This is an optimization exercise on Yosys and OpenROAD, whose aim is small area, a short achievable clock period and few clock cycles per item, not a production implementation. RTL that was checked went through simulation tests only; none was proved equivalent to the original.

==> flow/design.v (excerpt) <==
module initialization(
    input [127:0] key,
    input [127:0] nonce,
    input clk,
    input rst,
    input start,
    output reg finish,
    output reg [319:0] state
 );
==> module initialization, before the edit <==
module initialization(
    input [127:0] key,
    input [127:0] nonce,
    input clk,
    input rst,
    input start,
    output reg finish,
    output reg [319:0] state
 );
   localparam [63:0] IV = 64'h00001000808c0001;
   reg        busy;
   reg [3:0]  rnd;     
   reg        last;    
   wire       go = start && !busy;
   wire [127:0] kx = last ? key : 128'd0;
   wire [319:0] src = busy ? state : {IV, key, nonce};
   wire [319:0] nxt;
   Perm P(.S(src), .rnd(rnd), .k3(kx[127:64]), .k4(kx[63:0]), .S_out(nxt));
   always @(posedge clk) begin
      if (rst) begin
         busy   <= 1'b0;
         finish <= 1'b0;
         rnd    <= 4'd0;
         last   <= 1'b0;
      end else if (go) begin
         busy   <= 1'b1;
         finish <= 1'b0;
         rnd    <= 4'd1;
         last   <= 1'b0;
      end else if (busy) begin
         if (last) begin
            busy   <= 1'b0;
            finish <= 1'b1;
            rnd    <= 4'd0;
            last   <= 1'b0;
         end else begin
            rnd    <= rnd + 4'd1;
            last   <= (rnd == 4'd10);
         end
      end
   end
   always @(posedge clk) begin
      if (go || busy)
         state <= nxt;
   end
endmodule
export LEC_CHECK = 0
export CAP_MARGIN = 20
export CORE_MARGIN = 2
export CORE_UTILIZATION = 35
export SETUP_SLACK_MARGIN = 2.5
export SLEW_MARGIN = 20
create_clock -name core_clock -period 5.0 [get_ports {clk}]
standard.sh (not shown) runs the stock make flow with config.mk's settings and CLKGATE_MAP_FILE= SYNTH_SCRIPT=/design/flow/synth_recipe.tcl, a recipe that flattens the netlist after the stock synthesis.
==> flow/flow/run.sh <==
#!/bin/bash
set -euo pipefail
export BUFFER_PORTS_ARGS="-buffer_cell sky130_fd_sc_hd__buf_2"
bash standard.sh > standard.log 2>&1
Edit:
--- a/flow/design.v
+++ b/flow/design.v
@@ -72,37 +72,31 @@
    localparam [63:0] IV = 64'h00001000808c0001;
    reg        busy;
-   reg [3:0]  rnd;     
+   reg [3:0]  rnd;
    reg        last;    
-   wire       go = start && !busy;
    wire [127:0] kx = last ? key : 128'd0;
-   wire [319:0] src = busy ? state : {IV, key, nonce};
    wire [319:0] nxt;
-   Perm P(.S(src), .rnd(rnd), .k3(kx[127:64]), .k4(kx[63:0]), .S_out(nxt));
+   Perm P(.S(state), .rnd(rnd), .k3(kx[127:64]), .k4(kx[63:0]), .S_out(nxt));
    always @(posedge clk) begin
       if (rst) begin
          busy   <= 1'b0;
          finish <= 1'b0;
-         rnd    <= 4'd0;
-         last   <= 1'b0;
-      end else if (go) begin
+      end else if (start && !busy) begin
          busy   <= 1'b1;
          finish <= 1'b0;
-         rnd    <= 4'd1;
-         last   <= 1'b0;
-      end else if (busy) begin
-         if (last) begin
-            busy   <= 1'b0;
-            finish <= 1'b1;
-            rnd    <= 4'd0;
-            last   <= 1'b0;
-         end else begin
-            rnd    <= rnd + 4'd1;
-            last   <= (rnd == 4'd10);
-         end
+      end else if (busy && last) begin
+         busy   <= 1'b0;
+         finish <= 1'b1;
       end
    end
    always @(posedge clk) begin
-      if (go || busy)
+      if (busy) begin
          state <= nxt;
+         rnd   <= rnd + 4'd1;
+         last  <= (rnd == 4'd10);
+      end else if (start) begin
+         state <= {IV, key, nonce};
+         rnd   <= 4'd0;
+         last  <= 1'b0;
+      end
    end
 endmodule
Effect:
- via count is lower by 21%
- first-iteration DRC count is lower by 21%
- setup slack is better by 0.59 ns
- design area is lower by 31%
- utilization is lower by 21 points
- cell count is lower by 17%
- register-to-register slack is better by 0.59 ns
- non-clock buffer count is lower by 834
- die area barely changes
- count of clock-buffer cells in the layout is higher by 1
No functional check of the RTL was part of any run of this note.

Setup of run a:
The RTL this note starts from:
==> flow/design.v <==
`timescale 1ns/1ps
  module sbox(
    input [63:0] x0, x1, x2, x3, x4,
    output [63:0] sl0, sl1, sl2, sl3, sl4
    );
            assign sl0 = (x4 & x1) ^ x3 ^ (x2 & x1) ^ x2 ^ (x1 & x0) ^ x1 ^ x0;      
            assign sl1 = x4 ^ (x3 & x2) ^ (x3 & x1) ^ x3 ^ x2 ^ x1 ^ x0 ^ (x2 & x1);
            assign sl2 = (x4 & x3) ^ x4 ^ x2 ^ x1 ^ 64'hffffffffffffffff;               
            assign sl3 = (x4 & x0) ^ (x3 & x0) ^ x4 ^ x3 ^ x2 ^x1 ^ x0;                 
            assign sl4 = (x4 & x1) ^ x4 ^ x3 ^ (x1 & x0) ^ x1;                          
        endmodule
`timescale 1ns / 1ps
module linear_sub(
    input  [63:0] x0, x1, x2, x3, x4,
    input  [63:0] k3, k4,
    output [63:0] o0, o1, o2, o3, o4
    );
    function [63:0] ror(input [63:0] x, input integer n);
        ror = (x >> n) | (x << (64 - n));
    endfunction
    assign o0 = (x0 ^ ror(x0, 19)) ^ ror(x0, 28);
    assign o1 = (x1 ^ ror(x1, 61)) ^ ror(x1, 39);
    assign o2 = (x2 ^ ror(x2, 1))  ^ ror(x2, 6);
    assign o3 = (x3 ^ ror(x3, 10)) ^ (ror(x3, 17) ^ k3);
    assign o4 = (x4 ^ ror(x4, 7))  ^ (ror(x4, 41) ^ k4);
endmodule
`timescale 1ns / 1ps
module RND_Const(
    input  [63:0] x2_in,
    input  [3:0]  rnd,
    output [63:0] x2_out
);
    wire [3:0] hi = 4'd15 - rnd;
    assign x2_out = x2_in ^ {56'd0, hi, rnd};
endmodule
`timescale 1ns / 1ps
module Perm(
    input  [319:0] S,
    input  [3:0]   rnd,
    input  [63:0]  k3, k4,
    output [319:0] S_out
    );
    wire [63:0] x0, x1, x2, x3, x4;
    assign {x0, x1, x2, x3, x4} = S;
    wire [63:0] c2;
    RND_Const L1(.x2_in(x2), .rnd(rnd), .x2_out(c2));
    wire [63:0] b0, b1, b2, b3, b4;
    sbox L2(.x0(x0), .x1(x1), .x2(c2), .x3(x3), .x4(x4),
            .sl0(b0), .sl1(b1), .sl2(b2), .sl3(b3), .sl4(b4));
    linear_sub L3(.x0(b0), .x1(b1), .x2(b2), .x3(b3), .x4(b4), .k3(k3), .k4(k4),
            .o0(S_out[319:256]), .o1(S_out[255:192]), .o2(S_out[191:128]),
            .o3(S_out[127:64]), .o4(S_out[63:0]));
endmodule
`timescale 1ns / 1ps
module initialization(
    input [127:0] key,
    input [127:0] nonce,
    input clk,
    input rst,
    input start,
    output reg finish,
    output reg [319:0] state
 );
   localparam [63:0] IV = 64'h00001000808c0001;
   reg        busy;
   reg [3:0]  rnd;
   reg        last;    
   wire [127:0] kx = last ? key : 128'd0;
   wire [319:0] nxt;
   Perm P(.S(state), .rnd(rnd), .k3(kx[127:64]), .k4(kx[63:0]), .S_out(nxt));
   always @(posedge clk) begin
      if (rst) begin
         busy   <= 1'b0;
         finish <= 1'b0;
      end else if (start && !busy) begin
         busy   <= 1'b1;
         finish <= 1'b0;
      end else if (busy && last) begin
         busy   <= 1'b0;
         finish <= 1'b1;
      end
   end
   always @(posedge clk) begin
      if (busy) begin
         state <= nxt;
         rnd   <= rnd + 4'd1;
         last  <= (rnd == 4'd10);
      end else if (start) begin
         state <= {IV, key, nonce};
         rnd   <= 4'd0;
         last  <= 1'b0;
      end
   end
endmodule
export LEC_CHECK = 0
export CAP_MARGIN = 20
export CORE_MARGIN = 2
export CORE_UTILIZATION = 35
export SETUP_SLACK_MARGIN = 2.5
export SLEW_MARGIN = 20
create_clock -name core_clock -period 5.0 [get_ports {clk}]
Scripts as last shown in full above: flow/flow/run.sh
Run a finished end to end and its layout was clean on timing, DRC and antenna.
## Diff of input files: run b against run a
==> flow/design.v, changed modules only <==
module sbox(
    input  [63:0] x0, x1, x2, x3, x4,
    output [63:0] n0, n1, n2, n3, n4,
    output [63:0] l0, l1, l2, l3, l4
    );
    assign n0 = x1 & ~(x4 ^ x2 ^ x0);
    assign l0 = x3 ^ x2 ^ x0;
    assign n1 = (x1 | x2 | x3) & ~(x1 & x2 & x3);
    assign l1 = x4 ^ x0;
    assign n2 = x4 & ~x3;
    assign l2 = ~(x2 ^ x1);
    assign n3 = (x4 ^ x3) & ~x0;
    assign l3 = x2 ^ x1 ^ x0;
    assign n4 = x1 & ~(x4 ^ x0);
    assign l4 = x4 ^ x3;
endmodule
module linear_sub(
    input  [63:0] n0, n1, n2, n3, n4,
    input  [63:0] l0, l1, l2, l3, l4,
    input  [63:0] k3, k4,
    output [63:0] o0, o1, o2, o3, o4
    );
    function [63:0] ror(input [63:0] x, input integer n);
        ror = (x >> n) | (x << (64 - n));
    endfunction
    function [63:0] sig(input [63:0] x, input integer a, input integer b);
        sig = x ^ ror(x, a) ^ ror(x, b);
    endfunction
    assign o0 = sig(n0, 19, 28) ^ sig(l0, 19, 28);
    assign o1 = sig(n1, 61, 39) ^ sig(l1, 61, 39);
    assign o2 = sig(n2, 1, 6)   ^ sig(l2, 1, 6);
    assign o3 = sig(n3, 10, 17) ^ (sig(l3, 10, 17) ^ k3);
    assign o4 = sig(n4, 7, 41)  ^ (sig(l4, 7, 41) ^ k4);
endmodule
module Perm(
    input  [319:0] S,
    input  [3:0]   rnd,
    input  [63:0]  k3, k4,
    output [319:0] S_out
    );
    wire [63:0] x0, x1, x2, x3, x4;
    assign {x0, x1, x2, x3, x4} = S;
    wire [63:0] c2;
    RND_Const L1(.x2_in(x2), .rnd(rnd), .x2_out(c2));
    wire [63:0] n0, n1, n2, n3, n4, l0, l1, l2, l3, l4;
    sbox L2(.x0(x0), .x1(x1), .x2(c2), .x3(x3), .x4(x4),
            .n0(n0), .n1(n1), .n2(n2), .n3(n3), .n4(n4),
            .l0(l0), .l1(l1), .l2(l2), .l3(l3), .l4(l4));
    linear_sub L3(.n0(n0), .n1(n1), .n2(n2), .n3(n3), .n4(n4),
            .l0(l0), .l1(l1), .l2(l2), .l3(l3), .l4(l4), .k3(k3), .k4(k4),
            .o0(S_out[319:256]), .o1(S_out[255:192]), .o2(S_out[191:128]),
            .o3(S_out[127:64]), .o4(S_out[63:0]));
endmodule
### Flow results
Met2 wire length (higher): run a
Run b: done, clean on timing, DRC and antenna
Comparing synthesized cell count for run a and run b, the smaller number came from run a.
Delta(area of the core, run b - run a) < 0
Average wire per cell in the routed design: run b lower than run a
As far as remaining number of nets flagged by the antenna check after routing goes, run a and run b are indistinguishable; the numbers are identical.
Testbench counts of run b, summed over its fixed seeds: cycles 5,000, items 384.
No functional check of the RTL was part of run a.

Another version of the RTL of initialization (not shown whole).
Size: ~2800 cells after synthesis, about 360 flip-flops, ~580 I/O pins, roughly 32000 µm² of cells after synthesis.
==> module initialization, before the edit <==
module initialization(
    input [127:0] key,
    input [127:0] nonce,
    input clk,
    input rst,
    input start,
    output reg finish,
    output reg [319:0] state
 );
   localparam [63:0] IV = 64'h00001000808c0001;
   reg        busy;
   reg [3:0]  rnd;     
   reg        last;    
   wire       go = start && !busy;
   wire [127:0] kx = last ? key : 128'd0;
   reg  [31:0]  sel;
   wire [319:0] init = {IV, key, nonce};
   reg  [319:0] src;
   integer g;
   always @(*)
      for (g = 0; g < 32; g = g + 1)
         src[g*10 +: 10] = sel[g] ? state[g*10 +: 10] : init[g*10 +: 10];
   wire [319:0] nxt;
   Perm P(.S(src), .rnd(rnd), .k3(kx[127:64]), .k4(kx[63:0]), .S_out(nxt));
   always @(posedge clk) begin
      if (rst) begin
         busy   <= 1'b0;
         finish <= 1'b0;
         rnd    <= 4'd0;
         last   <= 1'b0;
      end else if (go) begin
         busy   <= 1'b1;
         finish <= 1'b0;
         rnd    <= 4'd1;
         last   <= 1'b0;
      end else if (busy) begin
         if (last) begin
            busy   <= 1'b0;
            finish <= 1'b1;
            rnd    <= 4'd0;
            last   <= 1'b0;
         end else begin
            rnd    <= rnd + 4'd1;
            last   <= (rnd == 4'd10);
         end
      end
   end
   always @(posedge clk)
      for (g = 0; g < 32; g = g + 1)
         sel[g] <= !rst && (go || (sel[g] && !last));
   always @(posedge clk) begin
      if (go || busy)
         state <= nxt;
   end
endmodule
clock: 5.0 ns
lec_check: 0
cap_margin: 20
core_margin: 2
core_utilization: 35
cts_cluster_diameter: 80
cts_cluster_size: 40
gpl_routability_driven: 0
setup_slack_margin: 2.5
slew_margin: 20
Scripts as last shown in full above: flow/flow/run.sh
Next try:
--- a/flow/design.v
+++ b/flow/design.v
@@ -72,50 +72,35 @@
     input start,
     output reg finish,
     output reg [319:0] state
  );
    localparam [63:0] IV = 64'h00001000808c0001;
    reg        busy;
-   reg [3:0]  rnd;     
+   reg [3:0]  rnd;
    reg        last;    
-   wire       go = start && !busy;
    wire [127:0] kx = last ? key : 128'd0;
-   reg  [31:0]  sel;
-   wire [319:0] init = {IV, key, nonce};
-   reg  [319:0] src;
-   integer g;
-   always @(*)
-      for (g = 0; g < 32; g = g + 1)
-         src[g*10 +: 10] = sel[g] ? state[g*10 +: 10] : init[g*10 +: 10];
    wire [319:0] nxt;
-   Perm P(.S(src), .rnd(rnd), .k3(kx[127:64]), .k4(kx[63:0]), .S_out(nxt));
+   Perm P(.S(state), .rnd(rnd), .k3(kx[127:64]), .k4(kx[63:0]), .S_out(nxt));
    always @(posedge clk) begin
       if (rst) begin
          busy   <= 1'b0;
          finish <= 1'b0;
-         rnd    <= 4'd0;
-         last   <= 1'b0;
-      end else if (go) begin
+      end else if (start && !busy) begin
          busy   <= 1'b1;
          finish <= 1'b0;
-         rnd    <= 4'd1;
-         last   <= 1'b0;
-      end else if (busy) begin
-         if (last) begin
-            busy   <= 1'b0;
-            finish <= 1'b1;
-            rnd    <= 4'd0;
-            last   <= 1'b0;
-         end else begin
-            rnd    <= rnd + 4'd1;
-            last   <= (rnd == 4'd10);
-         end
+      end else if (busy && last) begin
+         busy   <= 1'b0;
+         finish <= 1'b1;
       end
    end
-   always @(posedge clk)
-      for (g = 0; g < 32; g = g + 1)
-         sel[g] <= !rst && (go || (sel[g] && !last));
    always @(posedge clk) begin
-      if (go || busy)
+      if (busy) begin
          state <= nxt;
+         rnd   <= rnd + 4'd1;
+         last  <= (rnd == 4'd10);
+      end else if (start) begin
+         state <= {IV, key, nonce};
+         rnd   <= 4'd0;
+         last  <= 1'b0;
+      end
    end
 endmodule
=> The changed run went through all stages and came out clean; via count decreases by 2.8%; sequential share of layout area rose by 1.6 points; synthesized area shrinks by 4.4%; wire length falls by 4.3%; setup slack gets better by 0.032 ns.
Testbench counts after the change, summed over its fixed seeds: cycles 5,000, items 384.
For the first run of this note, only the layout was checked, not whether the RTL still works.

== red ==
Another version of the RTL of initialization (not shown whole).
For scale: roughly 2700 cells after synthesis, ~330 flip-flops, about 0.031 mm^2 of cells after synthesis.
==> module sbox, before the edit <==
module sbox(
    input  [63:0] x0, x1, x2, x3, x4,
    output [63:0] sl0, sl1, sl2, sl3, sl4
    );
    assign sl0 = (x1 & ~(x4 ^ x2 ^ x0)) ^ x3 ^ x2 ^ x0;
    assign sl1 = ((x1 | x2 | x3) & ~(x1 & x2 & x3)) ^ x4 ^ x0;
    assign sl2 = ~((x4 & ~x3) ^ x2 ^ x1);
    assign sl3 = ((x4 ^ x3) & ~x0) ^ x2 ^ x1 ^ x0;
    assign sl4 = (x1 & ~(x4 ^ x0)) ^ x4 ^ x3;
endmodule
==> module linear_sub, before the edit <==
module linear_sub(
    input  [63:0] x0, x1, x2, x3, x4,
    input  [63:0] k3, k4,
    output [63:0] o0, o1, o2, o3, o4
    );
    function [63:0] ror(input [63:0] x, input integer n);
        ror = (x >> n) | (x << (64 - n));
    endfunction
    assign o0 = (x0 ^ ror(x0, 19)) ^ ror(x0, 28);
    assign o1 = (x1 ^ ror(x1, 61)) ^ ror(x1, 39);
    assign o2 = (x2 ^ ror(x2, 1))  ^ ror(x2, 6);
    assign o3 = (x3 ^ ror(x3, 10)) ^ (ror(x3, 17) ^ k3);
    assign o4 = (x4 ^ ror(x4, 7))  ^ (ror(x4, 41) ^ k4);
endmodule
==> module Perm, before the edit <==
module Perm(
    input  [319:0] S,
    input  [3:0]   rnd,
    input  [63:0]  k3, k4,
    output [319:0] S_out
    );
    wire [63:0] x0, x1, x2, x3, x4;
    assign {x0, x1, x2, x3, x4} = S;
    wire [63:0] c2;
    RND_Const L1(.x2_in(x2), .rnd(rnd), .x2_out(c2));
    wire [63:0] b0, b1, b2, b3, b4;
    sbox L2(.x0(x0), .x1(x1), .x2(c2), .x3(x3), .x4(x4),
            .sl0(b0), .sl1(b1), .sl2(b2), .sl3(b3), .sl4(b4));
    linear_sub L3(.x0(b0), .x1(b1), .x2(b2), .x3(b3), .x4(b4), .k3(k3), .k4(k4),
            .o0(S_out[319:256]), .o1(S_out[255:192]), .o2(S_out[191:128]),
            .o3(S_out[127:64]), .o4(S_out[63:0]));
endmodule
==> flow/config.mk <==
export PLATFORM = sky130hd
export DESIGN_NAME = initialization
export DESIGN_NICKNAME = initialization
export VERILOG_FILES = /design/flow/design.v
export SDC_FILE = /design/flow/constraint.sdc
export NUM_CORES = 4
export LEC_CHECK = 0
export CAP_MARGIN = 20
export CORE_MARGIN = 2
export CORE_UTILIZATION = 35
export CTS_CLUSTER_DIAMETER = 80
export CTS_CLUSTER_SIZE = 40
export GPL_ROUTABILITY_DRIVEN = 0
export SETUP_SLACK_MARGIN = 2.6
export SLEW_MARGIN = 20
==> flow/constraint.sdc <==
create_clock -name core_clock -period 5.0 [get_ports {clk}]
set_input_delay 1.0000 -clock core_clock [delete_from_list [all_inputs] [get_ports {clk}]]
set_output_delay 1.0000 -clock core_clock [all_outputs]
set_load 0.01 [all_outputs]
Scripts as last shown in full above: flow/flow/run.sh
Changes in blue relative to red:
-- flow/design.v --
<<< red, line 2
module sbox(
    input  [63:0] x0, x1, x2, x3, x4,
    output [63:0] sl0, sl1, sl2, sl3, sl4
    );
    assign sl0 = (x1 & ~(x4 ^ x2 ^ x0)) ^ x3 ^ x2 ^ x0;
    assign sl1 = ((x1 | x2 | x3) & ~(x1 & x2 & x3)) ^ x4 ^ x0;
    assign sl2 = ~((x4 & ~x3) ^ x2 ^ x1);
    assign sl3 = ((x4 ^ x3) & ~x0) ^ x2 ^ x1 ^ x0;
    assign sl4 = (x1 & ~(x4 ^ x0)) ^ x4 ^ x3;
endmodule
`timescale 1ns / 1ps
module linear_sub(
    input  [63:0] x0, x1, x2, x3, x4,
    input  [63:0] k3, k4,
    output [63:0] o0, o1, o2, o3, o4
>>> blue, line 2
module sbox(
    input  [63:0] x0, x1, x2, x3, x4,
    output [63:0] n0, n1, n2, n3, n4,
    output [63:0] l0, l1, l2, l3, l4
    );
    assign n0 = x1 & ~(x4 ^ x2 ^ x0);
    assign l0 = x3 ^ x2 ^ x0;
    assign n1 = (x1 | x2 | x3) & ~(x1 & x2 & x3);
    assign l1 = x4 ^ x0;
    assign n2 = x4 & ~x3;
    assign l2 = ~(x2 ^ x1);
    assign n3 = (x4 ^ x3) & ~x0;
    assign l3 = x2 ^ x1 ^ x0;
    assign n4 = x1 & ~(x4 ^ x0);
    assign l4 = x4 ^ x3;
endmodule
`timescale 1ns / 1ps
module linear_sub(
    input  [63:0] n0, n1, n2, n3, n4,
    input  [63:0] l0, l1, l2, l3, l4,
    input  [63:0] k3, k4,
    output [63:0] o0, o1, o2, o3, o4
<<< red, line 19
        ror = (x >> n) | (x << (64 - n));
    endfunction
    assign o0 = (x0 ^ ror(x0, 19)) ^ ror(x0, 28);
    assign o1 = (x1 ^ ror(x1, 61)) ^ ror(x1, 39);
    assign o2 = (x2 ^ ror(x2, 1))  ^ ror(x2, 6);
    assign o3 = (x3 ^ ror(x3, 10)) ^ (ror(x3, 17) ^ k3);
    assign o4 = (x4 ^ ror(x4, 7))  ^ (ror(x4, 41) ^ k4);
endmodule
`timescale 1ns / 1ps
>>> blue, line 26
        ror = (x >> n) | (x << (64 - n));
    endfunction
    function [63:0] sig(input [63:0] x, input integer a, input integer b);
        sig = x ^ ror(x, a) ^ ror(x, b);
    endfunction
    assign o0 = sig(n0, 19, 28) ^ sig(l0, 19, 28);
    assign o1 = sig(n1, 61, 39) ^ sig(l1, 61, 39);
    assign o2 = sig(n2, 1, 6)   ^ sig(l2, 1, 6);
    assign o3 = sig(n3, 10, 17) ^ (sig(l3, 10, 17) ^ k3);
    assign o4 = sig(n4, 7, 41)  ^ (sig(l4, 7, 41) ^ k4);
endmodule
`timescale 1ns / 1ps
<<< red, line 45
    wire [63:0] c2;
    RND_Const L1(.x2_in(x2), .rnd(rnd), .x2_out(c2));
    wire [63:0] b0, b1, b2, b3, b4;
    sbox L2(.x0(x0), .x1(x1), .x2(c2), .x3(x3), .x4(x4),
            .sl0(b0), .sl1(b1), .sl2(b2), .sl3(b3), .sl4(b4));
    linear_sub L3(.x0(b0), .x1(b1), .x2(b2), .x3(b3), .x4(b4), .k3(k3), .k4(k4),
            .o0(S_out[319:256]), .o1(S_out[255:192]), .o2(S_out[191:128]),
            .o3(S_out[127:64]), .o4(S_out[63:0]));
>>> blue, line 55
    wire [63:0] c2;
    RND_Const L1(.x2_in(x2), .rnd(rnd), .x2_out(c2));
    wire [63:0] n0, n1, n2, n3, n4, l0, l1, l2, l3, l4;
    sbox L2(.x0(x0), .x1(x1), .x2(c2), .x3(x3), .x4(x4),
            .n0(n0), .n1(n1), .n2(n2), .n3(n3), .n4(n4),
            .l0(l0), .l1(l1), .l2(l2), .l3(l3), .l4(l4));
    linear_sub L3(.n0(n0), .n1(n1), .n2(n2), .n3(n3), .n4(n4),
            .l0(l0), .l1(l1), .l2(l2), .l3(l3), .l4(l4), .k3(k3), .k4(k4),
            .o0(S_out[319:256]), .o1(S_out[255:192]), .o2(S_out[191:128]),
            .o3(S_out[127:64]), .o4(S_out[63:0]));
Results
Compared with red, in blue netlist area before placement fell 0.74%, wire length of the first global-routing pass now sits lower, die area shows a reduction of about 0.7%, synthesized-area fraction occupied by adder cells has increased, number of gates resized after CTS +15%.
blue vs. red: number of nets in the finished design went up by 83.
Compared to red, blue has global-route met1 utilization 0.70 points lower.
red → blue: post-synthesis cell count saw an increase.
Diff red -> blue: per-instance average area after synthesis lower, routed wire length lower.
Testbench counts of blue, summed over its fixed seeds: cycles 5,000, items 384.
The RTL of red was laid out without a check of its function.

==> static timing again, ports no longer ideal <==
The results above use ideal ports. As a check the final layouts listed here were re-extracted and re-timed, cells and wires unchanged.
Step 1 sets driving cells, clkbuf_16 on the clock port and buf_2 on the other inputs (assumed; they add their load-dependent delay and slew).
Step 2 also shifts input and output timing later by t, the mid clock arrival at the registers, as if the neighbouring blocks saw the same clock.
Three values: ideal, step 1, step 2; two values: the first two.
run | t, ns | slack for setup (ns) | worst slew at a driven data input, ns
the first run of note 1 | 0.677 | 1.837 / 1.837 / 1.622 | 0.17
the second run of note 1 | 0.678 | 2.431 / 2.431 / 2.197 | 0.13
run a | 0.675 | 2.446 / 2.441 / 2.106 | 0.13
run b | 0.657 | 2.339 / 2.339 / 2.180 | 0.12
the first run of note 3 | 0.712 | 2.362 / 2.362 / 1.782 | 0.13
the second run of note 3 | 0.691 | 2.394 / 2.394 / 2.265 | 0.13
red | 0.712 | 2.403 / 2.403 / 2.114 | 0.14
blue | 0.683 | 2.486 / 2.480 / 2.334 | 0.13
After both steps setup and hold are still met in every run listed. For the first run of note 3, which loses most, drivers alone change the setup slack by 0.000 ns; drivers and shift together by -0.580 ns.
